From an optimization exercise on the open Yosys and OpenROAD flow, aimed at small area; shortcuts taken in it are not production practice. The RTL was checked by simulation tests, not by an equivalence proof against the original design. Power is estimated from default activity; no workload was simulated.

`design/flow/config.mk`:
```
export PLATFORM = sky130hd
export DESIGN_NAME = t1c_riscv_cpu
export DESIGN_NICKNAME = t1c_riscv_cpu
export VERILOG_FILES = /design/flow/design.v
export SDC_FILE = /design/flow/constraint.sdc
export NUM_CORES = 4
export LEC_CHECK = 0
export CAP_MARGIN = 20
export CORE_MARGIN = 2
export CORE_UTILIZATION = 40
export SLEW_MARGIN = 20
```
`design/flow/constraint.sdc`:
```
create_clock -name core_clock -period 10.0 [get_ports {clk}]
set_input_delay 2.0000 -clock core_clock [delete_from_list [all_inputs] [get_ports {clk}]]
set_output_delay 2.0000 -clock core_clock [all_outputs]
set_load 0.01 [all_outputs]
```
`design/flow/design.v`:
```
module adder #(parameter WIDTH = 32) (
    input       [WIDTH-1:0] a, b,
    output      [WIDTH-1:0] sum
);
assign sum = a + b;
endmodule
module mux2 #(parameter WIDTH = 32) (
    input       [WIDTH-1:0] d0, d1,
    input       sel,
    output      [WIDTH-1:0] y
);
assign y = sel ? d1 : d0;
endmodule
module mux4 #(parameter WIDTH = 8) (
    input       [WIDTH-1:0] d0, d1, d2, d3,
    input       [1:0] sel,
    output      [WIDTH-1:0] y
);
assign y = sel[1] ? (sel[0] ? d3 : d2) : (sel[0] ? d1 : d0);
endmodule
module mux5 #(parameter WIDTH = 8) (
    input  [WIDTH-1:0] d0, d1, d2, d3, d4,
    input  [2:0]       sel,         
    output [WIDTH-1:0] y
);
assign y = (sel == 3'b000) ? d0 :
           (sel == 3'b001) ? d1 :
           (sel == 3'b010) ? d2 :
           (sel == 3'b011) ? d3 :
           (sel == 3'b100) ? d4 :
           {WIDTH{1'b0}};  
endmodule
module reset_ff #(parameter WIDTH = 32) (
    input       clk, rst,
    input       [WIDTH-1:0] d,
    output reg  [WIDTH-1:0] q
);
always @(posedge clk or posedge rst) begin
    if (rst) q <= 0;
    else     q <= d;
end
endmodule
module instr_fetch(
    input clk,
    input rst,FlushD,
    input  PCSrcE,
    input [31:0] PCTargetE,
    input  [31:0] InstrF,
    output [31:0] PCF_out,
    output  [31:0] InstrD,
    output  [31:0] PCD,
    output [31:0] PCPlus4D
);
  wire [31:0] PCPlus4F, PCF_1, PCF;
  reg  [31:0] PCF_reg, PCPlus4F_reg, InstrF_reg;
  adder pc_adder (
    .a(PCF), 
    .b(32'd4), 
    .sum(PCPlus4F)
  );
  mux2 pc_mux (
    .d0(PCPlus4F), 
    .d1(PCTargetE), 
    .sel(PCSrcE), 
    .y(PCF_1)
  );
  assign PCF_out = PCF;
reset_ff PC_update (
    .clk(clk),
    .rst(rst),
    .d(PCF_1),
    .q(PCF)
);
  always @(posedge clk or posedge rst) begin
    if (rst) begin
      PCF_reg <= 32'b0;
      PCPlus4F_reg <= 32'b0;
      InstrF_reg <= 32'b0;
    end else if(FlushD) begin
      InstrF_reg <= 32'b0;
      PCF_reg <= 32'b0; 
      PCPlus4F_reg <= 32'b0;
    end else begin
      PCF_reg <= PCF;
      PCPlus4F_reg <= PCPlus4F;
      InstrF_reg <= InstrF;
    end
  end
assign PCD       = PCF_reg;
assign PCPlus4D  =  PCPlus4F_reg;
assign InstrD    =  InstrF_reg;
endmodule
module main_decoder (
    input  [6:0] op,
    output [2:0] ResultSrc,
    output       MemWrite, Branch, ALUSrc,
    output       RegWrite,
    output [2:0] ImmSrc,
    output [1:0] ALUOp,
    output [1:0] Jump
);
reg [13:0] controls;  
always @(*) begin
    casez (op)
        7'b0000011: controls = 14'b1_000_1_0_001_00_00_0;  
        7'b0100011: controls = 14'b0_001_1_1_000_00_00_0;  
        7'b0110011: controls = 14'b1_000_0_0_000_10_00_0;  
        7'b0010011: controls = 14'b1_000_1_0_000_10_00_0;  
        7'b1100011: controls = 14'b0_010_0_0_000_01_00_1;  
        7'b0110111: controls = 14'b1_100_1_0_011_00_00_0;  
        7'b0010111: controls = 14'b1_100_1_0_011_00_00_0;  
        7'b1101111: controls = 14'b1_011_0_0_010_00_01_0;  
        7'b1100111: controls = 14'b1_000_1_0_010_00_10_0;  
        7'b1110011: controls = 14'b1_000_1_0_100_00_00_0;  
        default:    controls = 14'b0_000_0_0_000_00_00_0;  
    endcase
end
assign {RegWrite, ImmSrc, ALUSrc, MemWrite, ResultSrc, ALUOp, Jump, Branch} = controls;
endmodule
module alu_decoder (
    input            opb5,
    input [2:0]      funct3,
    input            funct7b5,
    input [1:0]      ALUOp,
    output reg [2:0] ALUControl
);
always @(*) begin
    case (ALUOp)
        2'b00: ALUControl = 3'b000;              
        2'b01: ALUControl = 3'b001;              
        default:
            case (funct3)  
                3'b000: begin
                    if   (funct7b5 & opb5) ALUControl = 3'b001;  
                    else ALUControl = 3'b000;  
                end
                3'b001:  ALUControl = 3'b100; 
                3'b010:  ALUControl = 3'b101;  
					 3'b011:  ALUControl = 3'b101;  
                3'b100:  ALUControl = 3'b111; 
					 3'b101:  ALUControl = 3'b110;  
                3'b110:  ALUControl = 3'b011;  
                3'b111:  ALUControl = 3'b010;  
                default: ALUControl = 3'b000;  
            endcase
    endcase
end
endmodule
module controller (
    input [6:0]  op,
    input [2:0]  funct3,
    input        funct7b5,
    output       [2:0] ResultSrc,
    output       MemWrite,
    output     ALUSrc,
    output       RegWrite,Branch,
    output [1:0] Jump,
    output [2:0] ALUControl,ImmSrc
);
wire [1:0] ALUOp;
main_decoder    md (.op(op),.ResultSrc(ResultSrc), .MemWrite(MemWrite),.Branch(Branch),
                    .ALUSrc(ALUSrc), .RegWrite(RegWrite), .Jump(Jump), .ImmSrc(ImmSrc), .ALUOp(ALUOp));
alu_decoder     ad (op[5], funct3, funct7b5, ALUOp, ALUControl);
endmodule
module reg_file #(parameter DATA_WIDTH = 32) (
    input       clk,
    input       wr_en,
    input       [4:0] rd_addr1, rd_addr2, wr_addr,
    input       [DATA_WIDTH-1:0] wr_data,
    output      [DATA_WIDTH-1:0] rd_data1, rd_data2
);
reg [DATA_WIDTH-1:0] reg_file_arr [0:31];
always @(posedge clk) begin
    if (wr_en) reg_file_arr[wr_addr] <= wr_data;
end
assign rd_data1 = ( rd_addr1 == 0 ) ? 0 : (wr_en && wr_addr == rd_addr1) ? wr_data : reg_file_arr[rd_addr1];
assign rd_data2 = ( rd_addr2 == 0 ) ? 0 : (wr_en && wr_addr == rd_addr2) ? wr_data : reg_file_arr[rd_addr2];
endmodule
module imm_extend (
    input  [31:0]  instr,      
    input  [2:0]   immsrc,
    output reg [31:0] immext
);
always @(*) begin
    case(immsrc)
        3'b000: immext = {{21{instr[31]}}, instr[30:20]};
        3'b001: immext = {{21{instr[31]}}, instr[30:25], instr[11:7]};
        3'b010: immext = {{20{instr[31]}}, instr[7], instr[30:25], instr[11:8], 1'b0};
        3'b011: immext = {{12{instr[31]}}, instr[19:12], instr[20], instr[30:21], 1'b0};
        3'b100: immext = {instr[31:12], 12'b0};
        3'b101:immext={27'b0,instr[19:15]};
        default: immext = 32'b0;  
    endcase
end
endmodule
module decode_cycle(
    input clk,rst,RegWriteW,FlushE,
    input [31:0] ResultW,
    input [4:0] RDW,
    input [31:0] InstrD,PCD,PCPlus4D,
    output RegWriteE,MemWriteE,BranchE,ALUSrcE,luiE,
    output [2:0] ALUControlE,ResultSrcE,
    output [1:0] JumpE,
    output [4:0] RdE,RS1E,RS2E,
    output [31:0] RD1E,RD2E,PCE,PCPlus4E,ImmExtE,InstrE
);
wire [2:0]ImmSrcD;
wire [1:0]JumpD;
wire [2:0]ResultSrcD;
reg [2:0] ResultSrc_r;
wire ALUSrcD,BranchD,MemWriteD;
reg RegWrite_r,MemWrite_r,Branch_r,ALUSrc_r;
wire lui_control_bit,Final_RegWrite,RegWriteD;
reg [1:0] Jump_r;
wire [31:0] RD1,RD2;
reg [31:0] RD1_r,RD2_r,InstrD_r;
wire [2:0] ALUControlD;
reg [2:0]ALUControl_r;
wire [4:0] RdD;
reg [4:0] Rd_r,RS1_r,RS2_r;
wire [31:0] ImmExtD;
reg [31:0] ImmExt_r;
reg lui_r;
reg [31:0]PC_r,PCPlus4_r;
assign RdD=InstrD[11:7];
assign Final_RegWrite=RdD!=5'b00000 ? RegWriteD : 1'b0;  
assign lui_control_bit=InstrD[5];
controller c(
 .op(InstrD[6:0]),
 .funct3(InstrD[14:12]),
 .funct7b5(InstrD[30]),
  .ResultSrc(ResultSrcD),
  .MemWrite(MemWriteD),
  .ALUSrc(ALUSrcD),
  .Branch(BranchD),
  .RegWrite(RegWriteD),
  .Jump(JumpD),
  .ImmSrc(ImmSrcD),
  .ALUControl(ALUControlD));
reg_file reg1(.clk(clk),.wr_en(RegWriteW),
              .rd_addr1(InstrD[19:15]),
              .rd_addr2(InstrD[24:20]),
               .wr_addr(RDW),
               .wr_data(ResultW),
               .rd_data1(RD1),
               .rd_data2(RD2));
imm_extend ext(InstrD,
               ImmSrcD,
               ImmExtD);
always @(posedge clk or posedge rst)begin
  if(rst)begin 
    RegWrite_r<=1'b0;
    ALUSrc_r<=1'b0;
    MemWrite_r<=1'b0;
    ResultSrc_r<=3'b0;
    Jump_r<=2'b0;
    Branch_r<=1'b0;
    RD1_r<=32'h00000000;
    RD2_r<=32'h00000000;
    Rd_r<=32'h00000000;
    ImmExt_r<=32'h00000000;
    PC_r<=32'h00000000;
    PCPlus4_r<=32'h00000000;
    ALUControl_r<=2'b0;
    ImmExt_r<=32'h00000000;
    InstrD_r<=32'h00000000;
    RS1_r<=5'b00000;
    RS2_r<=5'b00000;
    lui_r<=1'b0;
 end else if (FlushE) begin
    RegWrite_r   <= 1'b0;
    ALUSrc_r     <= 1'b0;
    MemWrite_r   <= 1'b0;
    ResultSrc_r  <= 3'b0;
    Jump_r       <= 2'b0;
    Branch_r     <= 1'b0;
    RD1_r        <= 32'h00000000;
    RD2_r        <= 32'h00000000;
    Rd_r         <= 5'b00000;
    ImmExt_r     <= 32'h00000000;
    ALUControl_r <= 3'b000;
    InstrD_r     <= 32'h00000000;  
    RS1_r        <= 5'b00000;
    RS2_r        <= 5'b00000;
    lui_r        <= 1'b0;
    PC_r<=32'b0;
    PCPlus4_r<=32'b0;
  end
 else begin 
    RegWrite_r<=Final_RegWrite;
    ALUSrc_r<=ALUSrcD;
    MemWrite_r<=MemWriteD;
    ResultSrc_r<=ResultSrcD;
    Jump_r<=JumpD;
    Branch_r<=BranchD;
    RD1_r<=RD1;
    RD2_r<=RD2;
    Rd_r<=RdD;
    PC_r<=PCD;
    PCPlus4_r<=PCPlus4D;
    ALUControl_r<=ALUControlD;
    ImmExt_r<=ImmExtD;
    InstrD_r<=InstrD;
    RS1_r<=InstrD[19:15];
    RS2_r<=InstrD[24:20];
    lui_r<=lui_control_bit;
 end
  end 
assign RegWriteE =RegWrite_r;
assign ALUSrcE =ALUSrc_r;
assign MemWriteE =MemWrite_r;
assign ResultSrcE =ResultSrc_r;
assign JumpE =Jump_r;
assign BranchE=Branch_r;
assign RD1E=RD1_r;
assign RD2E=RD2_r;
assign RdE=Rd_r;
assign PCE =PC_r;
assign PCPlus4E=PCPlus4_r;
assign ALUControlE=ALUControl_r;
assign ImmExtE=ImmExt_r;
assign InstrE=InstrD_r;
assign RS1E=RS1_r;
assign RS2E=RS2_r;
assign luiE=lui_r;
endmodule 
module hazard_detection_unit(
   input rst,RegWriteM,RegWriteW,Branch_or_Jump,
   input [4:0] RD_M,RD_W,Rs1_E,Rs2_E,
   output [1:0] ForwardOp1,ForwardOp2,
   output FlushD,FlushE     
);
assign ForwardOp1 = (RegWriteM && (RD_M != 0) && (RD_M == Rs1_E)) ? 2'b10 : 
                    (RegWriteW && (RD_W != 0) && (RD_W == Rs1_E)) ? 2'b01 : 2'b00;
assign ForwardOp2 = (RegWriteM && (RD_M != 0) && (RD_M == Rs2_E)) ? 2'b10 : 
                    (RegWriteW && (RD_W != 0) && (RD_W == Rs2_E)) ? 2'b01 : 2'b00;
assign FlushE=Branch_or_Jump;
assign FlushD= Branch_or_Jump;                                                                               
endmodule 
module alu #(parameter WIDTH = 32) (
    input [WIDTH-1:0] a, b,
    input [2:0] alu_ctrl,
    output reg [WIDTH-1:0] alu_out,
    output zero,
    input op7bit, funct3_bit
);
wire signed [31:0] a_s;
always @(*) begin
    case (alu_ctrl)
        3'b000: alu_out <= a + b;  
        3'b001: alu_out <= a - b;  
        3'b010: alu_out <= a & b;  
        3'b011: alu_out <= a | b;  
		  3'b100: alu_out <= a << b[4:0];  
        3'b101: begin 
            case (funct3_bit)
                1'b0: begin
                    if (a[31] != b[31])
                        alu_out <= a[31] ? 1 : 0; 
                    else
                        alu_out <= (a < b) ? 1 : 0; 
                end
                1'b1: alu_out <= (a < b) ? 1 : 0;  
            endcase
        end
        3'b110: begin  
            if (op7bit == 1'b0)
                alu_out <= (a >> b[4:0]);  
            else
                alu_out <= (a_s >>> b[4:0]);  
        end
        3'b111: alu_out <= a ^ b; 
        default: alu_out <= 0;
    endcase
end
assign zero = (alu_out == 0) ? 1'b1 : 1'b0;
assign a_s = a;
endmodule
module branching_unit (
    input  [2:0] funct3,
    input        zero,    
    input        lt,      
    input        ltu,     
    output reg   Branch   
); 
    always @(*) begin
        case (funct3)
            3'b000: Branch =  zero;      
            3'b001: Branch = !zero;      
            3'b100: Branch =  lt;        
            3'b101: Branch = !lt;        
            3'b110: Branch =  ltu;       
            3'b111: Branch = !ltu;       
            default: Branch = 0;
        endcase
    end
endmodule
module jump_mux (
    input  [31:0] pc,        
    input  [31:0] imm,       
    input  [31:0] rs1,       
    input  [1:0]  Jump,      
    output reg [31:0] next_pc
);
always @(*) begin
    case (Jump)
        2'b00: next_pc = pc + 4;                  
        2'b01: next_pc = pc + imm;                
        2'b10: next_pc = (rs1 + imm) & ~32'h1;    
        default: next_pc = 32'b0;                 
    endcase
end
endmodule
module csr_exec
(
  input  [31:0] csr_old,     
  input  [31:0] csr_wdata,   
  input  [2:0]  funct3,      
  output reg [31:0] csr_data,   
  output reg [31:0] csr_new     
);
always @(*) begin
  case(funct3)
    3'b001: begin  
      csr_data = csr_old;      
      csr_new  = csr_wdata;    
    end
    3'b010: begin  
      csr_data = csr_old;
      csr_new  = csr_old | csr_wdata;
    end
    3'b011: begin  
      csr_data = csr_old;
      csr_new  = csr_old & ~csr_wdata;
    end
    3'b101: begin  
      csr_data = csr_old;
      csr_new  = csr_wdata;
    end
    3'b110: begin  
      csr_data = csr_old;
      csr_new  = csr_old | csr_wdata;
    end
    3'b111: begin  
      csr_data = csr_old;
      csr_new  = csr_old & ~csr_wdata;
    end
    default: begin
      csr_data = 32'b0;
      csr_new  = csr_old;   
    end
  endcase
end
endmodule
module csr_reg_file (
    input         clk,
    input         reset,
    input  [11:0] csr_addr,    
    input  [31:0] wdata,       
    input         we,          
    output reg [31:0] rdata    
);
    reg [31:0] mrTEVi0, mrTEVi1, mrTEVi2, mrTEVi3;
    reg [31:0] mrWDEVi0, mrWDEVi1, mrWDEVi2, mrWDEVi3;
    reg [31:0] mrD1EVi0, mrD1EVi1, mrD1EVi2, mrD1EVi3;
    reg [31:0] mrD2EVi0, mrD2EVi1, mrD2EVi2, mrD2EVi3;
    reg [31:0] crTR0,crTR1,crTR2,crTR3;
    always @(*) begin
        case (csr_addr)
            12'h7E0: rdata = mrTEVi0;
            12'h7E1: rdata = mrWDEVi0;
            12'h7E2: rdata = mrD1EVi0;
            12'h7E3: rdata = mrD2EVi0;
            12'h7E4: rdata= crTR0;
            12'h7E5: rdata=32'b0;
            12'h7E6: rdata=32'b0;
            12'h7E7: rdata=32'b0;
            12'h7F0: rdata = mrTEVi1;
            12'h7F1: rdata = mrWDEVi1;
            12'h7F2: rdata = mrD1EVi1;
            12'h7F3: rdata = mrD2EVi1;
            12'h7F4: rdata = crTR1;
            12'h7F5: rdata = 32'b0;
            12'h7F6: rdata = 32'b0;
            12'h7F7: rdata = 32'b0;
            12'h800: rdata = mrTEVi2;
            12'h801: rdata = mrWDEVi2;
            12'h802: rdata = mrD1EVi2;
            12'h803: rdata = mrD2EVi2;
            12'h804: rdata = crTR2;
            12'h805: rdata = 32'b0;
            12'h806: rdata = 32'b0;
            12'h807: rdata = 32'b0;
            12'h900: rdata = mrTEVi3;
            12'h901: rdata = mrWDEVi3;
            12'h902: rdata = mrD1EVi3;
            12'h903: rdata = mrD2EVi3;
            12'h904: rdata = crTR3;
            12'h905: rdata = 32'b0;
            12'h906: rdata = 32'b0;
            12'h907: rdata = 32'b0;
            default: rdata = 32'b0;
        endcase
    end
    always @(posedge clk or posedge reset) begin
        if (reset) begin
            mrTEVi0  <= 32'b0; mrWDEVi0 <= 32'b0; mrD1EVi0 <= 32'b0; mrD2EVi0 <= 32'b0;
            mrTEVi1  <= 32'b0; mrWDEVi1 <= 32'b0; mrD1EVi1 <= 32'b0; mrD2EVi1 <= 32'b0;
            mrTEVi2  <= 32'b0; mrWDEVi2 <= 32'b0; mrD1EVi2 <= 32'b0; mrD2EVi2 <= 32'b0;
            mrTEVi3  <= 32'b0; mrWDEVi3 <= 32'b0; mrD1EVi3 <= 32'b0; mrD2EVi3 <= 32'b0;
            crTR0    <= 32'b0; crTR1    <= 32'b0; crTR2    <= 32'b0; crTR3    <= 32'b0;
        end else if (we) begin
            case (csr_addr)
                12'h7E0: mrTEVi0  <= wdata;
                12'h7E1: mrWDEVi0 <= wdata;
                12'h7E2: mrD1EVi0 <= wdata;
                12'h7E3: mrD2EVi0 <= wdata;
                12'h7E4: crTR0    <= wdata;
                12'h7F0: mrTEVi1  <= wdata;
                12'h7F1: mrWDEVi1 <= wdata;
                12'h7F2: mrD1EVi1 <= wdata;
                12'h7F3: mrD2EVi1 <= wdata;
                12'h7F4: crTR1    <= wdata;
                12'h800: mrTEVi2  <= wdata;
                12'h801: mrWDEVi2 <= wdata;
                12'h802: mrD1EVi2 <= wdata;
                12'h803: mrD2EVi2 <= wdata;
                12'h804: crTR2    <= wdata;
                12'h900: mrTEVi3  <= wdata;
                12'h901: mrWDEVi3 <= wdata;
                12'h902: mrD1EVi3 <= wdata;
                12'h903: mrD2EVi3 <= wdata;
                12'h904: crTR3    <= wdata;
                default: ;
            endcase
        end
    end
endmodule
module execute_cycle(
input clk,rst,
input RegWriteE, MemWriteE, BranchE, ALUSrcE, op7bit, luiE,
input [2:0] ALUControlE,funct3,ResultSrcE,
input [31:0]InstrE,
input [1:0] JumpE,ForwardOp1,ForwardOp2,
input [4:0] RdE,
input [31:0] RD1E, RD2E, PCE, PCPlus4E, ImmExtE,ResultW,
output PCSrcE,RegWriteM,MemWriteM,Branch_or_Jump,
output [2:0] ResultSrcM,
output [4:0] RdM,
output [31:0] PCTargetE,WriteDataM,ALUResultM,PCPlus4M,luAuiPCM,InstrM
);
wire [31:0] Result_Final;
reg RegWrite_mr,MemWrite_mr;
wire is_lui,is_auipc,is_csr;
reg [2:0] ResultSrc_mr;
wire [31:0] SrcA,SrcB,SrcB_Final,ALUResultE,csr_operand,new_csr,CSR_ResultE;
wire ZeroE, LtE, LtuE, Branch_type;
wire [31:0] BranchAddr,JumpTarget,WriteDataE,Auipc,lAuiPC;
assign WriteDataE=SrcB;
assign Branch_or_Jump=((JumpE!=2'b00)|BranchE)?1'b1:1'b0;
reg [31:0] WriteData_mr,PCPlus4_mr,ALUResult_mr,lAuiPC_r,InstrE_r;
reg[4:0] Rd_mr;
assign is_lui=(InstrE[6:0]==7'b0110111)?1'b1:1'b0;
assign is_auipc=(InstrE[6:0]==7'b0010111)?1'b1:1'b0;
assign is_csr=(ResultSrcE==3'b100)?1'b1:1'b0;
always @(posedge clk or posedge rst)begin
if(rst)begin
RegWrite_mr<=1'b0;
MemWrite_mr<=1'b0;
ResultSrc_mr<=3'b0;
WriteData_mr<=32'b0;
Rd_mr<=5'b0;
PCPlus4_mr<=32'b0;
ALUResult_mr<=32'b0;
lAuiPC_r<=32'b0;
InstrE_r<=32'b0;
end else begin
RegWrite_mr<=RegWriteE;
MemWrite_mr<=MemWriteE;
ResultSrc_mr<=ResultSrcE;
WriteData_mr<=WriteDataE;
Rd_mr<=RdE;
PCPlus4_mr<=PCPlus4E;
ALUResult_mr<=Result_Final;
lAuiPC_r<=lAuiPC;
InstrE_r<=InstrE;
end
end
mux4 #(32) ForwardOperand_1 (
.d0(RD1E),  
.d1(ResultW),  
.d2(ALUResultM),  
.d3(32'b0),  
.sel(ForwardOp1),
.y(SrcA)
);
mux4 #(32) ForwardOperand_2 (
.d0(RD2E),  
.d1(ResultW),  
.d2(ALUResultM),  
.d3(32'b0),
.sel(ForwardOp2),
.y(SrcB)
);
mux2 operand_select(
.d0(SrcB),
.d1(ImmExtE),
.sel(ALUSrcE),
.y(SrcB_Final)
);
adder#(32) auipcadder(PCE,ImmExtE,Auipc);
mux2 #(32) luipcmux( Auipc,ImmExtE, luiE,lAuiPC);
alu alu_unit(
.a(SrcA),
.b(SrcB_Final),
.alu_ctrl(ALUControlE),
.alu_out(ALUResultE),
.zero(ZeroE),
.op7bit(op7bit),
.funct3_bit(funct3[0])
);
assign Result_Final = (is_auipc|is_lui) ? lAuiPC :
                      (ResultSrcE==3'b010) ? PCPlus4E :
                      is_csr ? CSR_ResultE : ALUResultE;
assign LtE  = ($signed(SrcA) < $signed(SrcB_Final)) ? 1'b1 : 1'b0;
assign LtuE = (SrcA < SrcB_Final) ? 1'b1 : 1'b0;
branching_unit branch(
.zero(ZeroE),
.funct3(funct3),
.lt(LtE),
.ltu(LtuE),
.Branch(Branch_type)
);
adder#(32) pcaddbranch(PCE, ImmExtE, BranchAddr);
assign PCTargetE = (JumpE != 2'b00) ? JumpTarget : BranchAddr;
assign PCSrcE = (Branch_type & BranchE) | (JumpE!=2'b00) ;
jump_mux jump_selector (
.pc(PCE),
.imm(ImmExtE),
.rs1(SrcA),
.Jump(JumpE),
.next_pc(JumpTarget)
);
mux2 #(32) op_csr_select(.d0(SrcA),
                         .d1({27'b0,InstrE[19:15]}),
                         .sel(InstrE[14]),
                         .y(csr_operand));
csr_reg_file csr_reg(
    .clk(clk),
    .reset(rst),
    .csr_addr(InstrE[31:20]),
    .we(is_csr),
    .wdata(new_csr),
    .rdata(CSR_ResultE)
);
csr_exec csr_unit(
    .csr_old(CSR_ResultE),
    .csr_wdata(csr_operand),
    .funct3(InstrE[14:12]),
    .csr_data(),
    .csr_new(new_csr)
);
assign RegWriteM = RegWrite_mr;
assign ResultSrcM = ResultSrc_mr;
assign WriteDataM = WriteData_mr;
assign ALUResultM =  ALUResult_mr;
assign RdM =  Rd_mr;
assign PCPlus4M = PCPlus4_mr;
assign luAuiPCM =lAuiPC_r;
assign InstrM=InstrE_r;
assign MemWriteM=MemWrite_mr;
endmodule
module data_mem #(
    parameter DATA_WIDTH = 32,
    parameter ADDR_WIDTH = 32
) (
    input wire wr_en,
    input wire [2:0] funct3,
    input wire [ADDR_WIDTH-1:0] wr_addr,
    input wire [DATA_WIDTH-1:0] wr_data,
    input wire [DATA_WIDTH-1:0] mem_word,       
    output reg [3:0] mem_wstrb,                 
    output reg [DATA_WIDTH-1:0] mem_wdata,      
    output reg [DATA_WIDTH-1:0] rd_data_mem
);
    always @(*) begin
        mem_wstrb = 4'b0000;
        mem_wdata = wr_data;
        if (wr_en) begin
            case (funct3)
                3'b000: begin  
                    mem_wdata = {4{wr_data[7:0]}};
                    case (wr_addr[1:0])
                        2'b00: mem_wstrb = 4'b0001;
                        2'b01: mem_wstrb = 4'b0010;
                        2'b10: mem_wstrb = 4'b0100;
                        2'b11: mem_wstrb = 4'b1000;
                    endcase
                end
                3'b001: begin  
                    mem_wdata = {2{wr_data[15:0]}};
                    case (wr_addr[1:0])
                        2'b00: mem_wstrb = 4'b0011;  
                        2'b10: mem_wstrb = 4'b1100;  
                        default: mem_wstrb = 4'b0000;
                    endcase
                end
                3'b010: begin  
                    mem_wstrb = 4'b1111;
                end
                default: begin
                    mem_wstrb = 4'b0000;
                end
            endcase
        end
    end
    always @(*) begin
        rd_data_mem = 32'b0;
        case (funct3)
            3'b000: begin  
                case (wr_addr[1:0])
                    2'b00: rd_data_mem = {{24{mem_word[7]}}, mem_word[7:0]};
                    2'b01: rd_data_mem = {{24{mem_word[15]}}, mem_word[15:8]};
                    2'b10: rd_data_mem = {{24{mem_word[23]}}, mem_word[23:16]};
                    2'b11: rd_data_mem = {{24{mem_word[31]}}, mem_word[31:24]};
                endcase
            end
            3'b100: begin  
                case (wr_addr[1:0])
                    2'b00: rd_data_mem = {24'b0, mem_word[7:0]};
                    2'b01: rd_data_mem = {24'b0, mem_word[15:8]};
                    2'b10: rd_data_mem = {24'b0, mem_word[23:16]};
                    2'b11: rd_data_mem = {24'b0, mem_word[31:24]};
                endcase
            end
            3'b010: begin  
                rd_data_mem = mem_word;
            end
            3'b001: begin  
                case (wr_addr[1:0])
                    2'b00: rd_data_mem = {{16{mem_word[15]}}, mem_word[15:0]};  
                    2'b10: rd_data_mem = {{16{mem_word[31]}}, mem_word[31:16]};  
                    default: rd_data_mem = 32'b0;
                endcase
            end
            3'b101: begin  
                case (wr_addr[1:0])
                    2'b00: rd_data_mem = {16'b0, mem_word[15:0]};  
                    2'b10: rd_data_mem = {16'b0, mem_word[31:16]};  
                    default: rd_data_mem = 32'b0;
                endcase
            end
            default: begin
                rd_data_mem = 32'b0;
            end
        endcase
    end
endmodule
module memory_cycle(
input clk,rst,RegWriteM,MemWriteM,
input [2:0] ResultSrcM,funct3,
input [31:0] ALUResultM,WriteDataM,PCPlus4M,luAuiPCM,InstrM,
input [4:0] RdM,
output [31:0] mem_addr,mem_wdata,
output [3:0] mem_wstrb,
output mem_re,
input [31:0] mem_rdata,
output [4:0] RdW,
output [31:0]PCPlus4W,
output RegWriteW,
output [31:0] ReadDataW,ALUResultW,luAuiPCW,InstrW,
output [2:0] ResultSrcW
);
wire [31:0] ReadDataM;
reg [31:0] ReadDataw_r,PCPlus4W_r,ALUResultw_r,luAuiPCw_r,Instrw_r;
reg [4:0] Rdw_r;
reg RegWritew_r;
reg [2:0]ResultSrcw_r;
data_mem dmem( .wr_en(MemWriteM),
              .funct3(funct3),
              .wr_addr(ALUResultM),
              .wr_data(WriteDataM),
              .mem_word(mem_rdata),
              .mem_wstrb(mem_wstrb),
              .mem_wdata(mem_wdata),
              .rd_data_mem(ReadDataM));
assign mem_addr = ALUResultM;
assign mem_re = (ResultSrcM==3'b001) ? 1'b1 : 1'b0;
always @(posedge clk or posedge rst)begin
  if(rst)begin
    ReadDataw_r<=32'b0;
    PCPlus4W_r<=32'b0;
    Rdw_r<=5'b0;
    RegWritew_r<=1'b0;
    ResultSrcw_r<=3'b0;
    ALUResultw_r<=32'b0;
    luAuiPCw_r<=32'b0;
    Instrw_r<=32'b0;
  end else begin
    RegWritew_r<=RegWriteM;
    ReadDataw_r<=ReadDataM;
    ResultSrcw_r<=ResultSrcM;
    Rdw_r<=RdM;
    PCPlus4W_r<=PCPlus4M;
    ALUResultw_r<=ALUResultM;
    luAuiPCw_r<=luAuiPCM;
    Instrw_r<=InstrM;
  end
end 
assign ReadDataW=(rst==1'b1)?32'b0:ReadDataw_r;
assign PCPlus4W=(rst==1'b1)?32'b0:PCPlus4W_r;
assign RdW=(rst==1'b1)?5'b0:Rdw_r;
assign RegWriteW=(rst==1'b1)?1'b0: RegWritew_r;
assign ResultSrcW=(rst==1'b1)?3'b0:ResultSrcw_r;
assign ALUResultW=ALUResultw_r;
assign luAuiPCW=luAuiPCw_r;
assign InstrW=Instrw_r;
endmodule
module writeback_cycle(
  input [31:0]InstrM,
   input [2:0] ResultSrcW,
   input [31:0]ReadDataW,
   input [31:0]PCPlus4W,
   input [31:0]ALUResultW,
   input [31:0]luAuiPCW,
   output [31:0]ResultW);
mux5 #(32) resultmux (
        .d0(ALUResultW),
        .d1(ReadDataW),
        .d2(PCPlus4W),
        .d3(luAuiPCW),
        .d4(ALUResultW),  
        .sel(ResultSrcW),
        .y(ResultW)
    );
endmodule
module t1c_riscv_cpu(
    input clk,
    input rst,
    output [31:0] imem_addr,
    input  [31:0] imem_rdata,
    output [31:0] dmem_addr,
    output [31:0] dmem_wdata,
    output [3:0]  dmem_wstrb,
    output        dmem_re,
    input  [31:0] dmem_rdata,
    output        wb_we,
    output [4:0]  wb_rd,
    output [31:0] wb_data
);
    wire PCSrcE;
    wire FlushD,FlushE,Branch_or_Jump;
    wire [31:0] InstrD, PCD, PCPlus4D;
    wire RegWriteE, MemWriteE, BranchE, ALUSrcE, luiE;
    wire [2:0] ALUControlE,ResultSrcE;
    wire [1:0] JumpE;
    wire [4:0] RdE,RS1E,RS2E;
    wire [31:0] RD1E, RD2E, PCE, PCPlus4E, ImmExtE,InstrE;
    wire RegWriteM, MemWriteM;
    wire [1:0] ForwardOp1,ForwardOp2;
    wire [2:0] ResultSrcM;
    wire [4:0] RdM;
    wire [31:0] WriteDataM, ALUResultM, PCPlus4M, PCTargetE;
    wire [31:0] luAuiPCM,InstrM;
    wire RegWriteW;
    wire [2:0] ResultSrcW;
    wire [4:0] RdW;
    wire [31:0] ReadDataW, PCPlus4W, ALUResultW, luAuiPCW, ResultW,InstrW;
    instr_fetch fetch_stage (
        .clk(clk),
        .rst(rst),
        .PCSrcE(PCSrcE),
        .PCTargetE(PCTargetE),
        .InstrF(imem_rdata),
        .PCF_out(imem_addr),
        .InstrD(InstrD),
        .PCD(PCD),
        .PCPlus4D(PCPlus4D),
        .FlushD(FlushD)
    );
    decode_cycle decode_stage (
        .clk(clk),
        .rst(rst),
        .RegWriteW(RegWriteW),
        .RDW(RdW),
        .ResultW(ResultW),
        .InstrD(InstrD),
        .PCD(PCD),
        .PCPlus4D(PCPlus4D),
        .RegWriteE(RegWriteE),
        .MemWriteE(MemWriteE),
        .BranchE(BranchE),
        .ALUSrcE(ALUSrcE),
        .ALUControlE(ALUControlE),
        .JumpE(JumpE),
        .ResultSrcE(ResultSrcE),
        .RdE(RdE),
        .RD1E(RD1E),
        .RD2E(RD2E),
        .PCE(PCE),
        .PCPlus4E(PCPlus4E),
        .ImmExtE(ImmExtE),
        .InstrE(InstrE),
        .RS1E(RS1E),
        .RS2E(RS2E),
        .luiE(luiE),
        .FlushE(FlushE)
    );
    execute_cycle execute_stage (
        .clk(clk),
        .rst(rst),
        .InstrE(InstrE),
        .RegWriteE(RegWriteE),
        .MemWriteE(MemWriteE),
        .BranchE(BranchE),
        .ALUSrcE(ALUSrcE),
        .op7bit(InstrE[30]),
        .funct3(InstrE[14:12]),
        .ALUControlE(ALUControlE),
        .JumpE(JumpE),
        .ResultSrcE(ResultSrcE),
        .RdE(RdE),
        .RD1E(RD1E),
        .RD2E(RD2E),
        .PCE(PCE),
        .PCPlus4E(PCPlus4E),
        .ImmExtE(ImmExtE),
        .PCSrcE(PCSrcE),
        .PCTargetE(PCTargetE),
        .RegWriteM(RegWriteM),
        .ResultSrcM(ResultSrcM),
        .RdM(RdM),
        .luAuiPCM(luAuiPCM),
        .WriteDataM(WriteDataM),
        .ALUResultM(ALUResultM),
        .PCPlus4M(PCPlus4M),
        .InstrM(InstrM),
        .MemWriteM(MemWriteM),
        .ForwardOp1(ForwardOp1),
        .ForwardOp2(ForwardOp2),
        .ResultW(ResultW),
        .luiE(luiE),
        .Branch_or_Jump(Branch_or_Jump)
    );
    memory_cycle mem_cycle_inst (
        .InstrM(InstrM),
        .clk(clk),
        .rst(rst),
        .RegWriteM(RegWriteM),
        .MemWriteM(MemWriteM),
        .ResultSrcM(ResultSrcM),
        .funct3(InstrM[14:12]),
        .ALUResultM(ALUResultM),
        .WriteDataM(WriteDataM),
        .PCPlus4M(PCPlus4M),
        .luAuiPCM(luAuiPCM),
        .RdM(RdM),
        .mem_addr(dmem_addr),
        .mem_wdata(dmem_wdata),
        .mem_wstrb(dmem_wstrb),
        .mem_re(dmem_re),
        .mem_rdata(dmem_rdata),
        .RdW(RdW),
        .PCPlus4W(PCPlus4W),
        .RegWriteW(RegWriteW),
        .ReadDataW(ReadDataW),
        .ALUResultW(ALUResultW),
        .luAuiPCW(luAuiPCW),
        .ResultSrcW(ResultSrcW),
        .InstrW(InstrW)
    );
    writeback_cycle wb_stage (
        .ResultSrcW(ResultSrcW),
        .ReadDataW(ReadDataW),
        .PCPlus4W(PCPlus4W),
        .ALUResultW(ALUResultW),
        .luAuiPCW(luAuiPCW),
        .ResultW(ResultW),
        .InstrM(InstrW)
    );
    hazard_detection_unit hdu (
        .rst(rst),
        .RegWriteM(RegWriteM),
        .RegWriteW(RegWriteW),
        .RD_M(RdM),
        .RD_W(RdW),
        .Rs1_E(RS1E),
        .Rs2_E(RS2E),
        .Branch_or_Jump(PCSrcE),
        .ForwardOp1(ForwardOp1),
        .ForwardOp2(ForwardOp2),
        .FlushD(FlushD),
        .FlushE(FlushE)
    );
    assign wb_we   = RegWriteW;
    assign wb_rd   = RdW;
    assign wb_data = ResultW;
endmodule
```
`design/flow/run.sh`:
```
#!/bin/bash
# synth_recipe.tcl (not shown) runs the flow's synth.tcl, then flattens the netlist and writes it again
# the make line also repeats each setting of config.mk as NAME=value (left out here)
make -C /OpenROAD-flow-scripts/flow DESIGN_CONFIG=/design/flow/config.mk WORK_HOME=/design/flow/orfs CLKGATE_MAP_FILE= SYNTH_SCRIPT=/design/flow/synth_recipe.tcl finish
```
==> notes.md <==
[stage by stage]
step | setup WS (ns) | util (%) | power (mW)
2_1_floorplan | -18.88 | - | 15.5
3_3_place_gp | 0.585 | 42.8 | 18.9
3_5_place_dp | 0.633 | 42.8 | 19.0
4_1_cts | 1.50 | 45.6 | 27.9
5_1_grt | 0.950 | 45.7 | 28.9
6_report | 1.24 | 45.7 | 28.1
[area by class of cell]
type | count | area, sq um | share of cell area, %
Timing Repair Buffer | 533 | 4750 | 3.77
Sequential cell | 2270 | 62000 | 49.2
Multi-Input combinational cell | 5749 | 46300 | 36.8
Antenna cell | 7 | 17.5 | 0.0139
Clock inverter | 111 | 1180 | 0.935
Tap cell | 3705 | 4640 | 3.68
Clock buffer | 326 | 6620 | 5.26
Inverter | 121 | 470 | 0.373
[worst register-to-register path, delay by kind of cell, from the launching register on]
| family | cells | cell delay (ns) |
|---|---|---|
| flip-flops | 1 | 0.96 |
| AND/OR/NAND/NOR | 10 | 2.90 |
| multiplexers | 3 | 0.60 |
| AO/OA/AOI/OAI | 10 | 2.63 |
| buffers and inverters | 6 | 1.21 |
| adder cells (fa/ha/maj) | 1 | 0.24 |
[power by group]
| group | switching (mW) | internal [mW] | leakage (nW) |
|---|---|---|---|
| clock network | 3.80 | 5.18 | 3.82 |
| registers | 0.947 | 11.2 | 22.1 |
| logic | 4.56 | 2.40 | 22.6 |
| total | 9.30 | 18.8 | 48.5 |
[how the worst max path moves through the flow]
stage	startpoint	end	slack [ns]	cells after the start
2_1_floorplan	rst	decode_stage.InstrD_r[18]$_DFF_PP0_	-18.88	30
3_3_place_gp	rst	fetch_stage.PC_update.q[10]$_DFF_PP0_	0.59	31
3_5_place_dp	rst	fetch_stage.InstrF_reg[13]$_DFF_PP0_	0.63	28
4_1_cts	rst	fetch_stage.PC_update.q[8]$_DFF_PP0_	1.50	31
5_1_grt	rst	fetch_stage.InstrF_reg[13]$_DFF_PP0_	0.95	28
6_report	rst	fetch_stage.PC_update.q[8]$_DFF_PP0_	1.24	29
[synth_stat cells (64+ instances only)]
library cell and n:
buf_1 67, edfxtp_1 1024, a22oi_1 150, mux2i_1 282, o21ai_0 947, dfrtp_1 1246
nand3_1 91, nand2_1 1132, a222oi_1 64, inv_1 116, nor2_1 457, and2_1 178
a221oi_1 97, xnor2_1 81, nor3_1 169, a21oi_1 328, clkbuf_1 538, ha_1 159
mux4_2 641
[per-layer routing]
metal / vias up / track usage [%]
met5: - / 0
met1: 41600 / 40.0
li1: 33500 / -
met3: 917 / 6.58
met4: 6 / 13.7
met2: 4564 / 45.2
[placed cells by master, fill, tap and decap left out, types with 39 or more instances in the layout]
| cell type | netlist | final |
|---|---|---|
| dfrtp_1 | 1246 | 1232 |
| nand2_1 | 1132 | 1110 |
| edfxtp_1 | 1024 | 1024 |
| o21ai_0 | 947 | 939 |
| mux4_2 | 641 | 641 |
| nor2_1 | 457 | 399 |
| a21oi_1 | 328 | 328 |
| buf_4 | 23 | 306 |
| mux2i_1 | 282 | 282 |
| clkbuf_16 | 0 | 244 |
| clkdlybuf4s50_1 | 0 | 203 |
| and2_1 | 178 | 177 |
| nor3_1 | 169 | 166 |
| ha_1 | 159 | 159 |
| a22oi_1 | 150 | 150 |
| inv_1 | 116 | 115 |
| a221oi_1 | 97 | 97 |
| nand3_1 | 91 | 89 |
| xnor2_1 | 81 | 81 |
| a222oi_1 | 64 | 64 |
| clkbuf_1 | 538 | 61 |
| nor2b_1 | 62 | 59 |
| mux2_2 | 58 | 58 |
| xor2_1 | 56 | 56 |
| nor2_4 | 1 | 55 |
| nand4_1 | 54 | 54 |
| a22o_1 | 52 | 52 |
| o211ai_1 | 49 | 49 |
| o22ai_1 | 44 | 44 |
| a21o_1 | 42 | 41 |
| clkinv_2 | 0 | 40 |
| o31a_1 | 40 | 39 |
[cell families after synthesis]
kind of cell | count (synthesis)
xor+xnor | 137
buf+inv | 834
fa+ha+maj | 163
simple gates | 2347
mux | 987
flops | 2270
compound gates | 2115
==> summary.txt <==
Critical path
  – R2R setup slack: 1.32 ns
  – Crit-path max FO: 31
  – R2R Path Start: mem_cycle_inst.ResultSrcw_r[2]$_DFF_PP0_
  – FF-to-FF path depth: 30
  – Crit path max-delay family: simple AND/OR/NAND/NOR gates
  – Req. time, crit path: 10.77 ns
  – Setup CP Type: input pin to flop
  – CP Capture Type: flop
  – RR Endpoint: fetch_stage.PC_update.q[8]$_DFF_PP0_
  – Worst Path Buf+Inv: 5
  – Crit start category: input pin
  – CP arrival: 9.53 ns
  – Critical path's largest stage delay: 0.61 ns
  – CP max-delay cell: or4b_1

Status
  – Status: timing/DRC/antenna clean

Floorplan
  – DIE AREA: 281,000 sq um
  – Die height: 530 microns
  – Width of the die: 530 microns
  – Num ports: 205
  – # rows: 193
  – Core Region: 276,000 sq um
  – Starting density of the core: 40.1%

Min path
  – Hold path endpoint: mem_cycle_inst.PCPlus4W_r[22]$_DFF_PP0_
  – Hold/Removal Path Class: flop to flop
  – Hold path start: execute_stage.PCPlus4_mr[22]$_DFF_PP0_
  – Worst Hold Depth: 0

Yosys
  – Number of flops mapped to enable cells by yosys: 1,024
  – Multiplexer share of the synthesized area: 16.3%
  – Synthesized cell area: 111,000 sq um
  – Synth async-reset ratio: 54.9%
  – Cells after Synth: 8,853
  – Syn Area/Cell: 12.5 sq um
  – Top cell type's share of synthesized area: 28.2%
  – Compound-Gate Fraction of Synth Area: 12.0%
  – Yosys reg bits: 2,270
  – Synth unique cells: 104
  – Syn nets: 9,082
  – Largest cells by area after synthesis: dfrtp_1 (28%), edfxtp_1 (28%), mux4_2 (13%)
  – Adder-cell share of the synthesized area: 1.87%
  – Largest family of logic cells by synthesized area: multiplexers
  – Post-Synth Simple-Gate Area: 9.60%
  – Cell taking the most area after synthesis: dfrtp_1
  – Synthesis Warnings: 15
  – Register area share after synthesis: 56.0%
  – XOR/XNOR Fraction of Synth Area: 1.08%
  – Ys flop type: dfrtp_1

Cells and area
  – Layout area overhead: 13.9%
  – # fillers: 24,700
  – Design area: 126,000 sq um
  – Largest register by flop count: decode_stage.reg1.reg_file_arr
  – Cell Count, Final, Fillers Out: 12,800
  – Max FFs per register: 1,024
  – Fin nets: 9,146
  – Layout cell share with drive strength beyond 1: 17.4%

Routing
  – Initial DRT Pass Iterations: 10
  – Vias per inst: 6.28
  – Post-route DRC: 0
  – Max layer used: met5
  – Met2 WL: 189,000 microns
  – Final antenna-violating net count: 0
  – Met3 wire length: 43,300 microns
  – Met1 Wirelength: 165,000 microns
  – Routed len/inst: 32.8 microns
  – Final wirelength: 420,000 microns
  – Iter 0 DRT Violations: 10,600
  – Routed via count: 80,500

Run
  – Maximum Capacitance Violations: 0

STA
  – Final Hold Violating Endpoints: 0
  – Final setup viols: 0
  – Max Freq: 114 MHz
  – Hold Worst Slack: 0.264 ns
  – Fin. max-slew vios: 0
  – Worst Max-Slew Pin Slew: 1.30 ns
  – Crit share post-route: 87.6%
  – TNS Setup: 0 ns
  – Slew HR: 12.3%
  – RSZ-0062 raised after global routing: no
  – Post-route minimum period: 8.76 ns
  – Clk_skew: 0.113 ns

Placed design
  – Dpl cell area: 118,000 sq um
  – Placed wire-length estimate: 269,000 microns
  – Gp weighted congestion: 1.07
  – Cell count after placement: 12,400
  – Port Buf Inserts: 204

CTS
  – TritonCTS clock tree: built
  – Clk pin slew, worst setup/hold paths: 0.07 ns
  – Sinks on Clock Net: 2,270
  – PostCTS Resize Cnt: 0
  – Skew-Pair Late Insertion Delay: 0.96 ns
  – Post-CTS Setup Bufs: 0
  – H-Tree Depth: 4
  – Root Buffer Master: clkbuf_16
  – Num CTS Buffers: 242
  – Hold buffer count at CTS: 0
  – Clock Path Buffers: 4

Global route
  – Pin count of the biggest net entering global routing: 186
  – All-Layer GR Usage: 29.5%
  – Vias in the first global route: 79,800
  – Grt ovf: 0
  – First-pass GRT wire length: 594,000 microns
  – Initial antenna violation count: 22

Power
  – Maximum vdd drop: 0.000157 V
  – Power Dens Cells: 223 nW/um^2
  – Leakage: 48.5 nW

## port drivers added, routing unchanged
The results above use ideal ports. As a check the final layout listed here was re-extracted and re-timed, cells and wires unchanged.
Step 1 assumes that a clkbuf_16 drives the clock port and a buf_2 every other input.
Step 2 times the ports against the registers' clock, not the clock port: input delays grow and output delays shrink by t, the midpoint of the rising clock arrivals with the driver on.
Three values: no drivers, after step 1, after step 2; two values: the first two.
t (ns): 0.984
slack for setup (ns): 1.243 / 1.303 / 0.320
worst hold slack (ns): 0.264 / 0.264 / 0.264
worst setup path after step 2: input to register
cell pins on the clock port's net: 1
After both steps this run still meets setup and hold. For this run, drivers alone change the setup slack by +0.060 ns; drivers and shift together by -0.923 ns.
